Context: an optimization exercise on an open-source flow, tuned for a short achievable clock period and few clock cycles. The choices shown serve that exercise and are no tape-out recipe. The RTL of this run was laid out without a check of its function. No activity file was given, so power comes from the tool's default toggle rates.

### flow/run.sh
#!/bin/bash
cp standard.sh standard_sh.txt
export SETUP_SLACK_MARGIN=${MY_SETUP_MARGIN:-6.5}
bash standard.sh > standard.log 2>&1
### standard.sh
#!/bin/bash
# synth_recipe.tcl (not shown) runs the flow's synth.tcl, then flattens the netlist and writes it again
# the make line also repeats each setting of config.mk as NAME=value (left out here)
make -C /OpenROAD-flow-scripts/flow DESIGN_CONFIG=/design/flow/config.mk WORK_HOME=/design/flow/orfs CLKGATE_MAP_FILE= SYNTH_SCRIPT=/design/flow/synth_recipe.tcl "${@:-finish}"
### config.mk
export PLATFORM = sky130hd
export DESIGN_NAME = minirv_pipe
export DESIGN_NICKNAME = minirv_pipe
export VERILOG_FILES = /design/flow/design.v
export SDC_FILE = /design/flow/constraint.sdc
export NUM_CORES = 4
export LEC_CHECK = 0
export ABC_CLOCK_PERIOD_IN_PS = 3300
export CAP_MARGIN = 20
export CORE_MARGIN = 2
export CORE_UTILIZATION = 40
export PLACE_DENSITY = 0.6
export SLEW_MARGIN = 20
### constraint.sdc
create_clock -name core_clock -period 10.0 [get_ports {clk}]
set_input_delay 2.0000 -clock core_clock [delete_from_list [all_inputs] [get_ports {clk}]]
set_output_delay 2.0000 -clock core_clock [all_outputs]
set_load 0.01 [all_outputs]
### design.v
module minirv_pipe(
    input clk,
    input rst_n,
    output [13:0] imem_addr,
    input  [31:0] imem_rdata,
    output [13:0] dmem_addr,
    output [31:0] dmem_wdata,
    output        dmem_we,
    input  [31:0] dmem_rdata,
    output        debug_wb_have_inst,
    output [31:0] debug_wb_pc,
    output        debug_wb_ena,
    output [4:0]  debug_wb_reg,
    output [31:0] debug_wb_value
);
localparam OP_LUI = 7'b0110111, OP_JAL = 7'b1101111, OP_JALR = 7'b1100111,
           OP_BR = 7'b1100011, OP_LD = 7'b0000011, OP_ST = 7'b0100011,
           OP_IMM = 7'b0010011, OP_REG = 7'b0110011;
function [10:0] inc11(input [10:0] x);
    integer k;
    begin
        for (k = 0; k < 11; k = k + 1) inc11[k] = x[k] ^ ((x & ((11'd1 << k) - 11'd1)) == ((11'd1 << k) - 11'd1));
    end
endfunction
function [10:0] dec11(input [10:0] x);
    integer k;
    begin
        for (k = 0; k < 11; k = k + 1) dec11[k] = x[k] ^ ((x & ((11'd1 << k) - 11'd1)) == 11'd0);
    end
endfunction
function [18:0] inc19(input [18:0] x);
    integer k;
    begin
        for (k = 0; k < 19; k = k + 1) inc19[k] = x[k] ^ ((x & ((19'd1 << k) - 19'd1)) == ((19'd1 << k) - 19'd1));
    end
endfunction
function [18:0] dec19(input [18:0] x);
    integer k;
    begin
        for (k = 0; k < 19; k = k + 1) dec19[k] = x[k] ^ ((x & ((19'd1 << k) - 19'd1)) == 19'd0);
    end
endfunction
reg [31:0] pc_f;
reg        v_d;
reg [31:0] ir_d, pc_d, ptgt_d;
reg        bp_d, sp_d;
reg [31:1] s1_d, s2_d;    
reg        v_e;
reg [31:0] a_e, b_e, r1_e, imm_e, alt_e, jx0_e, jx1_e, pc_e;
reg        br_e, jalr_e, bp_e, sp_e, ld_e, rdwe_e;
reg [2:0]  f3_e;
reg [4:0]  rd_e;
reg [7:0]  alu_e;    
reg [13:0] da_o;
reg [31:0] dw_o;
reg        we_o;
reg        v_w;
reg [31:0] val_w;
reg        rdwe_w;
reg [4:0]  rd_w;
reg [13:0] fa_o;    
reg        hv_o;
reg [31:0] pc_n, val_n;
reg        ena_n;
reg [4:0]  rd_n;
reg [31:0] rf [1:31];
reg [31:1] rfv;
reg [31:0] ras0, ras1;
reg [1:0]  rasv;
reg [1:0]  bht [0:63];
reg        bu_v, bu_ag;    
reg [5:0]  bu_ix;
integer i, j, k2;
wire [31:0] add_e = a_e + b_e;
wire [31:0] sub_e = a_e - b_e;
wire [31:0] sll_e = a_e << b_e[4:0];
wire [31:0] srl_e = a_e >> b_e[4:0];
wire [31:0] sra_e = $signed(a_e) >>> b_e[4:0];
wire [31:0] alu_r = ({32{alu_e[0]}} & add_e) | ({32{alu_e[1]}} & sub_e) |
                    ({32{alu_e[2]}} & (a_e & b_e)) | ({32{alu_e[3]}} & (a_e | b_e)) |
                    ({32{alu_e[4]}} & (a_e ^ b_e)) | ({32{alu_e[5]}} & sll_e) |
                    ({32{alu_e[6]}} & srl_e) | ({32{alu_e[7]}} & sra_e);
wire [31:0] res_e = ld_e ? dmem_rdata : alu_r;
wire eq_e = a_e == b_e;
wire lt_e = $signed(a_e) < $signed(b_e);
wire tk_e = f3_e[2] ? (lt_e ^ f3_e[0]) : (eq_e ^ f3_e[0]);
wire [31:0] jt_e = (r1_e + imm_e) & ~32'd1;
wire jok_e = (r1_e == jx0_e) | (r1_e == jx1_e);
wire mis_e = v_e & ((br_e & (tk_e ^ bp_e)) | (jalr_e & !jok_e));
wire [31:0] rtgt_e = jalr_e ? jt_e : alt_e;
wire [6:0] op_d = ir_d[6:0];
wire [4:0] rs1_d = ir_d[19:15], rs2_d = ir_d[24:20], rd_d = ir_d[11:7];
wire [2:0] f3_d = ir_d[14:12];
wire d_lui = op_d == OP_LUI, d_jal = op_d == OP_JAL, d_jalr = op_d == OP_JALR,
     d_br = op_d == OP_BR, d_ld = op_d == OP_LD, d_st = op_d == OP_ST,
     d_imm = op_d == OP_IMM, d_reg = op_d == OP_REG;
wire rdwe_d = d_lui | d_jal | d_jalr | d_ld | d_imm | d_reg;
wire [31:0] immi_d = {{20{ir_d[31]}}, ir_d[31:20]};
wire [31:0] imms_d = {{20{ir_d[31]}}, ir_d[31:25], ir_d[11:7]};
wire [31:0] immu_d = {ir_d[31:12], 12'b0};
wire [31:0] immb_d = {{20{ir_d[31]}}, ir_d[7], ir_d[30:25], ir_d[11:8], 1'b0};
wire [31:0] imm_d = d_lui ? immu_d : immi_d;
wire [15:0] immm_d = d_st ? imms_d[15:0] : immi_d[15:0];
wire alu_ri = d_reg | d_imm;
wire [7:0] alu_d;
assign alu_d[1] = d_reg & f3_d == 3'b000 & ir_d[30];
assign alu_d[0] = !alu_ri | (f3_d == 3'b000 & !alu_d[1]);
assign alu_d[2] = alu_ri & f3_d == 3'b111;
assign alu_d[3] = alu_ri & f3_d == 3'b110;
assign alu_d[4] = alu_ri & f3_d == 3'b100;
assign alu_d[5] = alu_ri & f3_d == 3'b001;
assign alu_d[6] = alu_ri & f3_d == 3'b101 & !ir_d[30];
assign alu_d[7] = alu_ri & f3_d == 3'b101 & ir_d[30];
wire fe1 = v_e & rdwe_e & (rd_e != 5'd0) & (rd_e == rs1_d);
wire fe2 = v_e & rdwe_e & (rd_e != 5'd0) & (rd_e == rs2_d);
wire fw1 = v_w & rdwe_w & (rd_w != 5'd0) & (rd_w == rs1_d);
wire fw2 = v_w & rdwe_w & (rd_w != 5'd0) & (rd_w == rs2_d);
reg [31:0] rf1, rf2;
always @* begin
    rf1 = 32'd0;
    rf2 = 32'd0;
    for (j = 1; j < 32; j = j + 1) begin
        rf1 = rf1 | ({32{s1_d[j] & rfv[j]}} & rf[j]);
        rf2 = rf2 | ({32{s2_d[j] & rfv[j]}} & rf[j]);
    end
end
wire [31:0] q1_d = fw1 ? val_w : rf1;
wire [31:0] q2_d = fw2 ? val_w : rf2;
wire [31:0] r1_d = fe1 ? res_e : q1_d;
wire [31:0] r2_d = fe2 ? res_e : q2_d;
wire [15:0] ea_d = q1_d[15:0] + immm_d;
wire off0_d = d_st ? (ir_d[31:25] == 7'd0 && ir_d[11:7] == 5'd0) : (ir_d[31:20] == 12'd0);
wire stall = v_d & (d_ld | d_st) & fe1 & !off0_d;
wire [31:0] alt_d = pc_d + (bp_d ? 32'd4 : immb_d);
wire [31:0] jx0_d = ptgt_d - immi_d;
wire [31:0] jx1_d = (ptgt_d | 32'd1) - immi_d;    
wire [31:0] ir_f = imem_rdata;
wire f_jal  = ir_f[6:0] == OP_JAL;
wire f_br   = ir_f[6:0] == OP_BR;
wire f_jalr = ir_f[6:0] == OP_JALR;
wire [31:0] jimm_f = {{12{ir_f[31]}}, ir_f[19:12], ir_f[20], ir_f[30:21], 1'b0};
wire [31:0] bimm_f = {{20{ir_f[31]}}, ir_f[7], ir_f[30:25], ir_f[11:8], 1'b0};
wire [31:0] pc4_f = pc_f + 32'd4;
wire [21:0] tjl_f = {1'b0, pc_f[20:0]} + {1'b0, jimm_f[20:0]};
wire [10:0] pjh_f = inc11(pc_f[31:21]), mjh_f = dec11(pc_f[31:21]);
wire [31:0] tj_f = {(tjl_f[21] == jimm_f[20]) ? pc_f[31:21] : tjl_f[21] ? pjh_f : mjh_f, tjl_f[20:0]};
wire [13:0] tbl_f = {1'b0, pc_f[12:0]} + {1'b0, bimm_f[12:0]};
wire [18:0] pbh_f = inc19(pc_f[31:13]), mbh_f = dec19(pc_f[31:13]);
wire [31:0] tb_f = {(tbl_f[13] == bimm_f[12]) ? pc_f[31:13] : tbl_f[13] ? pbh_f : mbh_f, tbl_f[12:0]};
wire sp_f = ir_f[31] | ir_f[14:12] == 3'b001 | ir_f[14:12] == 3'b101;
wire [1:0] bc_f = bht[pc_f[7:2]];
wire bp_f = f_br & (sp_f ^ bc_f[1]);
wire lnk_rd_f = ir_f[11:7] == 5'd1 || ir_f[11:7] == 5'd5;
wire lnk_rs_f = ir_f[19:15] == 5'd1 || ir_f[19:15] == 5'd5;
wire push_f = (f_jal | f_jalr) & lnk_rd_f;
wire pop_f = f_jalr & lnk_rs_f & !lnk_rd_f;
wire rp_f = pop_f & rasv[0];
wire [31:0] jp_f = rp_f ? ras0 : pc4_f;
wire [31:0] pnpc_f = f_jal ? tj_f : bp_f ? tb_f : jp_f;
wire [31:0] npc_f = mis_e ? rtgt_e : stall ? pc_f : pnpc_f;
assign imem_addr = fa_o;
assign dmem_addr = da_o;
assign dmem_wdata = dw_o;
assign dmem_we = we_o;
assign debug_wb_have_inst = hv_o;
assign debug_wb_pc = ~pc_n;
assign debug_wb_ena = ~ena_n;
assign debug_wb_reg = ~rd_n;
assign debug_wb_value = ~val_n;
always @(posedge clk or negedge rst_n) begin
    if (!rst_n) begin
        pc_f <= 32'd0;
        v_d <= 1'b0;
        v_e <= 1'b0;
        v_w <= 1'b0;
        we_o <= 1'b0;
        rasv <= 2'b00;
        bu_v <= 1'b0;
        rfv <= 31'd0;
        for (i = 0; i < 64; i = i + 1) bht[i] <= 2'd0;
    end else begin
        pc_f <= npc_f;
        if (mis_e) v_d <= 1'b0;
        else if (!stall) v_d <= 1'b1;
        v_e <= v_d & !mis_e & !stall;
        we_o <= v_d & d_st & !mis_e & !stall;
        v_w <= v_e;
        if (!stall) begin
            if (push_f) rasv <= {rasv[0], 1'b1};
            else if (rp_f) rasv <= {1'b0, rasv[1]};
        end
        if (v_w && rdwe_w && rd_w != 5'd0) rfv[rd_w] <= 1'b1;
        bu_v <= v_e & br_e;
        if (bu_v) begin
            if (bu_ag) begin
                if (bht[bu_ix] != 2'd0) bht[bu_ix] <= bht[bu_ix] - 2'd1;
            end else begin
                if (bht[bu_ix] != 2'd3) bht[bu_ix] <= bht[bu_ix] + 2'd1;
            end
        end
    end
end
always @(posedge clk) begin
    if (!stall) begin
        ir_d <= ir_f;
        for (k2 = 1; k2 < 32; k2 = k2 + 1) begin
            s1_d[k2] <= ir_f[19:15] == k2;
            s2_d[k2] <= ir_f[24:20] == k2;
        end
        pc_d <= pc_f;
        bp_d <= bp_f;
        sp_d <= sp_f;
        ptgt_d <= jp_f;
        if (push_f) begin
            ras0 <= pc4_f;
            ras1 <= ras0;
        end else if (rp_f) begin
            ras0 <= ras1;
        end
    end
    a_e <= d_lui ? 32'd0 : (d_jal | d_jalr) ? pc_d : r1_d;
    b_e <= (d_reg | d_br) ? r2_d : (d_jal | d_jalr) ? 32'd4 : imm_d;
    r1_e <= r1_d;
    imm_e <= immi_d;
    alt_e <= alt_d;
    jx0_e <= jx0_d;
    jx1_e <= jx1_d;
    pc_e <= pc_d;
    br_e <= d_br;
    jalr_e <= d_jalr;
    bp_e <= bp_d;
    sp_e <= sp_d;
    ld_e <= d_ld;
    rdwe_e <= rdwe_d;
    f3_e <= f3_d;
    rd_e <= rd_d;
    alu_e <= alu_d;
    bu_ix <= pc_e[7:2];
    bu_ag <= tk_e == sp_e;
    da_o <= fe1 ? res_e[15:2] : ea_d[15:2];
    dw_o <= r2_d;
    val_w <= res_e;
    rdwe_w <= rdwe_e;
    rd_w <= rd_e;
    fa_o <= rst_n ? npc_f[15:2] : 14'd0;
    hv_o <= rst_n & v_e;
    val_n <= ~res_e;
    pc_n <= ~pc_e;
    ena_n <= ~rdwe_e;
    rd_n <= ~rd_e;
    if (v_w && rdwe_w && rd_w != 5'd0) rf[rd_w] <= val_w;
end
endmodule
==> notes.md <==
Worst EP arrival=5.19 ns; gp weighted congestion=1.034; clk slew on worst S/H paths=0.07 ns; initial antenna violation count=27; Post-synth EDFFs=1216; internal power=15.90 mW; final critical-path share of the clock period=44.25%; maximum clock rate=226.0 MHz; Worst Skew=0.1115 ns; synth top area cells=edfxtp_1 (40%), dfxtp_1 (9.6%), dfrtp_1 (5.5%); PortBufs=197; Final Critical Period=4.425 ns; GRT overflow=0; clock network fraction of design power=32.2%; RSZ-0062 raised after global routing=true; area grow syn2layout=26.58%; global-route wire length before repair=603.8 mm; Synth top area share=40.40%; Cell Area, Placed=96570 um2; TritonCTS clock tree=done; post-synth cell types=105; CORE AREA=224700 um2; Most flops, register=rf; HP Class=reg -> reg; DR WL/cell=38.17 um; sw frac=33.36%; sequential element share of the synthesized area=55.45%; fraction of registers with async set/reset=10.73%; setup TNS=0 ns; Leakage Power=42.25 nW; max cap viols=0; Setup crit end kind=flop; Num CTS Buffers=192; Synth Flop Type=edfxtp_1; Final setup viols=0; Design Area, Final=114400 um2; via count=82810; VDD IR-drop max=321.7 uV; synth warn=2; Die ar.=229800 um2; pwr/cell area=208.5 nW/um2; biggest registers after layout=rf x992, bht x128; status=complete, no violations; clk sink count=1846; sw power=7.958 mW; critical-path maximum fanout=20; cell taking the most area after synthesis=edfxtp_1; Worst EP required=10.77 ns; Finished Core Util=50.92%; Overall Power=23.86 mW; syn avg cell area=11.28 um2; dpl hpwl=267.1 mm; DR iter-0 viols=17280; Seq pwr share=41.2%; Die W=479.4 um; Yosys reg bits=1846; DR pass1 iterations=17; Synth Net Count=8334; DRC viols=0; synthesized netlist cell count=8014; Die Ht=479.4 um; Final nets=8950; Bufs on Longest Clock Path=3; DRT Wirelength=450.8 mm; remaining antenna violation count=0; Total GRT Usage=37.12%; io pins=198; vias in the first global route=76750; Slew HR=5.847%; Starting Density=40.23%; Filler Cell Count=19350; startpoint types=flop; fin. max-slew vios=0; crit path kind=reg -> reg; Root Buffer=clkbuf_16; share of cells above drive strength 1=26.06%; Clk Latency, worst-skew pair=0.94 ns; final hold vios=0; largest net degree at the start of global routing=132; Logic pwr share=26.6%; max reg flops=992; H-tree levels=4; via/cell ratio=7.011; slew of the pin with the lowest slew margin=1.398 ns; Cell Area, Synth=90380 um2; floorplan row count=174
## synth_stat cells, drive strengths merged (57+ instances only)
| master | n |
|---|---|
| a22oi | 552 |
| ha | 246 |
| nand4 | 188 |
| dfrtp | 198 |
| and2 | 93 |
| inv | 336 |
| nand2b | 57 |
| o21bai | 63 |
| a22o | 205 |
| a21oi | 390 |
| mux2 | 113 |
| edfxtp | 1216 |
| nand2 | 373 |
| a21o | 97 |
| nand3 | 298 |
| buf | 117 |
| nor2b | 69 |
| xor2 | 122 |
| clkbuf | 448 |
| a31oi | 115 |
| o21ai | 360 |
| nor2 | 457 |
| o211ai | 71 |
| a222oi | 73 |
| mux2i | 86 |
| dfxtp | 432 |
| a221oi | 212 |
| nor3 | 185 |
| xnor2 | 187 |
## cells in the final DEF, fill, tap and decap left out, types with 57 or more instances in the layout
| cell type | instances |
|---|---|
| buf_4 | 508 |
| nor3_1 | 147 |
| a21oi_1 | 310 |
| xnor2_1 | 176 |
| a31oi_1 | 92 |
| mux2_2 | 66 |
| o21ai_1 | 58 |
| dfxtp_1 | 347 |
| a21o_1 | 96 |
| buf_2 | 57 |
| inv_1 | 299 |
| nand4_1 | 188 |
| clkbuf_16 | 213 |
| nand2_1 | 345 |
| o211ai_1 | 71 |
| a221oi_1 | 200 |
| dfrtp_1 | 194 |
| nor2_1 | 394 |
| ha_1 | 179 |
| o21ai_0 | 239 |
| a222oi_1 | 73 |
| a21oi_2 | 65 |
| edfxtp_1 | 1216 |
| nand3_1 | 254 |
| a22oi_1 | 545 |
| buf_6 | 165 |
| a22o_1 | 205 |
| xor2_1 | 117 |
| mux2i_1 | 74 |
## cell families (layout without fill, tap and decap cells)
kind of cell / Yosys count / count (layout) / share of synthesized area (%)
muxes: 250 / 250 / 3.631
other: 0 / 20 / 0
and+or+nand+nor: 1935 / 1939 / 10.58
AOI/OAI and AO/OA: 2516 / 2518 / 19.90
xor gates and xnor gates: 309 / 309 / 3.003
adders and majority gates: 254 / 254 / 3.583
DFF: 1846 / 1846 / 55.45
buffers and inverters: 904 / 1684 / 3.855
## area by class of cell
| class | instances | area [um2] | area share (%) |
|---|---|---|---|
| Sequential cell | 1846 | 50370 | 44.02 |
| Multi-Input combinational cell | 5270 | 42280 | 36.95 |
| Timing Repair Buffer | 969 | 9627 | 8.415 |
| Clock buffer | 251 | 5363 | 4.687 |
| Tap cell | 2992 | 3744 | 3.272 |
| Clock inverter | 113 | 1410 | 1.233 |
| Inverter | 339 | 1393 | 1.217 |
| Timing Repair inverter | 12 | 175.2 | 0.1531 |
| Antenna cell | 20 | 50.05 | 0.04375 |
## per-stage QoR
step | setup WS (ns) | cells | hold WS, ns
after floorplan | 2.171 | 8014 | 0.3233
after global placement | 3.790 | 10860 | 0.3253
after detailed placement | 3.733 | 10860 | 0.3269
after CTS | 5.844 | 11550 | 0.3557
after global routing | 5.602 | 11790 | 0.3707
final | 5.575 | 11810 | 0.3519
## metal layers
| layer | track usage [%] | share of wire [%] | vias to the layer above |
|---|---|---|---|
| li1 | - | - | 32370 |
| met1 | 47.20 | 35 | 40260 |
| met2 | 51.43 | 40 | 7920 |
| met3 | 14.37 | 16 | 2230 |
| met4 | 26.24 | 9.5 | 34 |
| met5 | 0.2071 | 0.073 | - |
## worst paths after layout
check / start / to / slack (ns) / cells past startpoint
setup / recovery: rfv[31] / da_o[13] / 5.58 / 16
hold / removal: sp_d / sp_e / 0.35 / 0
setup reg to reg: rfv[31] / da_o[13] / 5.58 / 16
hold reg to reg: sp_d / sp_e / 0.35 / 0
max in group asynchronous: rst_n / bht[36][0] / 7.71 / 2
min in group asynchronous: rst_n / bht[33][1] / 1.07 / 1
## repair_timing
item | CTS | global route
resized for setup | 1319 | 610
pin swaps | 209 | 274
cloned | 33 | 20
hold buffers | 0 | 0
setup buffers | 294 | 223
endpoints found under the setup margin | 1217 | 437
## worst max-delay path: stages, from the launching register on
cell,delay [ns]
dfrtp_1,0.41
and2_2,0.63
buf_4,0.71
a22oi_1,0.23
nand3_1,0.17
nor3_2,0.07
a31oi_2,0.34
ha_1,0.27
o21ai_1,0.09
a221oi_2,0.38
a311oi_2,0.15
buf_4,0.18
o31ai_4,0.20
nand3_1,0.11
nand2_1,0.10
xnor2_1,0.12
mux2i_1,0.09
## power by group through the flow
stage	clock [mW]	sequential (mW)	combinational [mW]
floorplan	0	9.40	3.34
global placement	0	9.92	4.89
detailed placement	0	9.93	4.91
CTS	7.68	9.76	5.62
global route	7.99	9.85	6.65
finish	7.69	9.83	6.34

what the ideal ports hide:
The results above use ideal ports. As a check the final layout listed here was re-extracted and re-timed, cells and wires unchanged.
Step 1 (the two cells are an assumption about what drives the block):
set clk [get_ports {clk}]
set_driving_cell -lib_cell sky130_fd_sc_hd__clkbuf_16 $clk
set_driving_cell -lib_cell sky130_fd_sc_hd__buf_2 [delete_from_list [all_inputs] $clk]
Step 2 adds t to the input delays and takes it off the output delays; t is the mean of the earliest and latest rising clock arrival at the registers after step 1. Input paths then give back, and output paths get back, about the clock's delay inside the block.
Three values: ideal ports, drivers, drivers and shift; two values: the first two.
t (ns): 0.980
slack for setup (ns): 5.575 / 5.575 / 4.865
worst setup path after step 2: input to register
After both steps this run still meets setup and hold. The setup slack of this run moves by 0.000 ns with the drivers and by -0.710 ns with both steps.
